What follows belongs to an exercise in optimizing a design on an open flow for small area and a short achievable clock period; a production flow would make more cautious choices.
Only simulation tests tie the RTL to the original design; equivalence was not proved.

==> flow/design.v (excerpt) <==
module custom_isa_extensions (
    input wire clk,
    input wire resetn,
    input wire is_custom_instruction,
    input wire is_vconv_instruction,
    input wire is_relu_instruction,
    input wire is_madd_instruction,
    input wire is_gemm_instruction,
    input wire [31:0] rs1_data,
    input wire [31:0] rs2_data,
    input wire [31:0] rs3_data,
    input wire instruction_valid,
    output reg instruction_ready,
    output wire [31:0] result_data,
    input wire [31:0] mem_addr,
    input wire [31:0] mem_wdata,
    output reg [31:0] mem_rdata,
    input wire [3:0] mem_wstrb,
    input wire mem_valid,
    output wire mem_ready,
    input wire mem_we
);
Size in the first run: ~590 flip-flops, about 240 I/O pins, about 0.028 sq mm of cells after synthesis.
==> flow/config.mk <==
export PLATFORM = sky130hd
export DESIGN_NAME = custom_isa_extensions
export DESIGN_NICKNAME = custom_isa_extensions
export VERILOG_FILES = /design/flow/design.v
export SDC_FILE = /design/flow/constraint.sdc
export NUM_CORES = 4
export LEC_CHECK = 0
export ABC_CLOCK_PERIOD_IN_PS = 3000
export CAP_MARGIN = 20
export CORE_MARGIN = 2
export CORE_UTILIZATION = 55
export SETUP_SLACK_MARGIN = 5
export SLEW_MARGIN = 20
export TNS_END_PERCENT = 100
==> flow/constraint.sdc <==
create_clock -name core_clock -period 9.0 [get_ports {clk}]
set_input_delay 1.8000 -clock core_clock [delete_from_list [all_inputs] [get_ports {clk}]]
set_output_delay 1.8000 -clock core_clock [all_outputs]
set_load 0.01 [all_outputs]
standard.sh (not shown) runs the stock make flow with config.mk's settings and CLKGATE_MAP_FILE= SYNTH_SCRIPT=/design/flow/synth_recipe.tcl, a recipe that flattens the netlist after the stock synthesis.
==> flow/flow/run.sh <==
#!/bin/bash
# Standard layout, with a larger setup repair margin (the SDC and its period are
# unchanged) and regular buffers instead of delay buffers on the ports.
set -euo pipefail
MARGIN=$(cat flow/margin.txt)
bash standard.sh "SETUP_SLACK_MARGIN=$MARGIN" \
  "BUFFER_PORTS_ARGS=-buffer_cell sky130_fd_sc_hd__buf_2" finish > standard_flow.log 2>&1
==> flow/flow/margin.txt <==
6.0
The baseline finished with timing, DRC and antenna clean.
==> next run, changes <==
--- a/flow/design.v
+++ b/flow/design.v
@@ -28,14 +28,15 @@
     reg fresh_v, fresh_g;        
     reg [15:0] vr [0:7];         
     reg [15:0] gr [0:15];        
     reg [15:0] xr, yr;           
     reg [15:0] x3r;              
     reg [15:0] sr, cr;           
     reg [15:0] ar;               
+    reg [15:0] hh;               
     reg [15:0] hd;               
     reg bm;                      
     reg tacc;                    
     reg pend_v, pend_g;          
     reg show;                    
     reg m67;                     
     wire vc_last   = s_vc   & (cnt[3:0] == 4'd15);
@@ -113,18 +114,19 @@
             yn = {yr[7:0], yr[15:8]};
         end else begin
             xn = rs1_data[15:0];
             yn = use_p ? rs2_data[15:0] : 16'd0;
         end
     end
     wire [15:0] x3i = rs1_data[15:0] + {rs1_data[14:0], 1'b0};
-    wire [15:0] xg  = mst[1]            ? temp[31:16] :
-                      mst[2]            ? {8'd0, temp[31:24]} :
-                      (mst[3] | mst[5]) ? {8'd0, xr[15:8]} : {8'd0, xr[7:0]};
-    wire [15:0] x3g = xg + {xg[14:0], 1'b0};
+    wire [15:0] x3t = temp[31:16] + {temp[30:16], 1'b0};
+    wire [7:0]  xb  = mst[2]            ? temp[31:24] :
+                      (mst[3] | mst[5]) ? xr[15:8] : xr[7:0];
+    wire [9:0]  x3b = {2'd0, xb} + {1'b0, xb, 1'b0};
+    wire [15:0] x3g = mst[1] ? x3t : {6'd0, x3b};
     always @(posedge clk) begin
         xr  <= xn;
         yr  <= yn;
         x3r <= (mst[1] | mst[2] | mst[3] | mst[4] | mst[5]) ? x3g : x3i;
     end
     wire [15:0] cs_s, cs_c;
     wire cs_x0 = xr[0];
@@ -360,15 +362,15 @@
                                        : (fresh_g ? 16'd0 : gr[14]);
         else if (s_vc)
             ar <= fresh_v ? 16'd0 : vr[7];
         else if (s_gemm)
             ar <= fresh_g ? 16'd0 : gr[15];
         else if (mst[1])
             ar <= 16'd0;
-        else if (mst[2] | mst[3] | mst[4])
+        else if (mst[2] | mst[3])
             ar <= p16;
     end
     integer i;
     always @(posedge clk) begin
         if (s_vc) begin
             for (i = 0; i < 7; i = i + 1)
                 vr[i] <= vr[i + 1];
@@ -406,16 +408,18 @@
         else if (s_comp & pend_v)
             hd <= vr[7];
         else if (s_comp & pend_g)
             hd <= gr[15];
         else
             hd <= 16'd0;
     end
+    always @(posedge clk)
+        hh <= mst[4] ? p16 : 16'd0;
     wire m5 = mst[5];
-    wire [31:0] tx = {ar & {16{m5}}, hd} | {8'd0, sr & {16{m67}}, 8'd0} |
+    wire [31:0] tx = {hh, hd} | {8'd0, sr & {16{m67}}, 8'd0} |
                      {16'd0, sr & {16{m5}}};
     wire [31:0] ty = {8'd0, cr & {16{m67}}, 8'd0} | {16'd0, cr & {16{m5}}};
     wire [31:0] t3s = temp ^ tx ^ ty;
     wire [31:0] t3c = (temp & tx) | (temp & ty) | (tx & ty);
     wire [31:0] tsum = t3s + {t3c[30:0], 1'b0};
     always @(posedge clk) begin
         if (!resetn)
=> Cell area hardly moves; flip-flop and latch count rose by 16; synthesized area climbs by 2.9%; synthesized cell count rose by 3.6%; utilization came out lower by 1.7 points; maximum frequency goes down by 4.0%; clock-buffer cell count grows by 6; non-clock buffer count drops by 36.

==> static timing again, ports no longer ideal <==
How much do the figures lean on ideal ports? The routed layouts below were timed once more, with nothing changed but the port constraints.
Step 1 sets driving cells, clkbuf_16 on the clock port and buf_2 on the other inputs (assumed; they add their load-dependent delay and slew).
Step 2 also shifts input and output timing later by t, the mid clock arrival at the registers, as if the neighbouring blocks saw the same clock.
Slacks: ideal ports / drivers / drivers and shift; pairs: ideal ports / drivers.
run	t (ns)	setup WS [ns]	worst setup path at the end	latest minus earliest clock arrival (ns)	slew at the worst register clock pin (ns)
the first run	0.677	5.515 / 5.515 / 5.121	input to register	0.037 / 0.037	0.07 / 0.07
the second run	0.699	5.370 / 5.370 / 4.980	input to register	0.030 / 0.031	0.07 / 0.07
After both steps setup and hold are still met in every run listed. For the first run, which loses most, drivers alone change the setup slack by 0.000 ns; drivers and shift together by -0.394 ns.
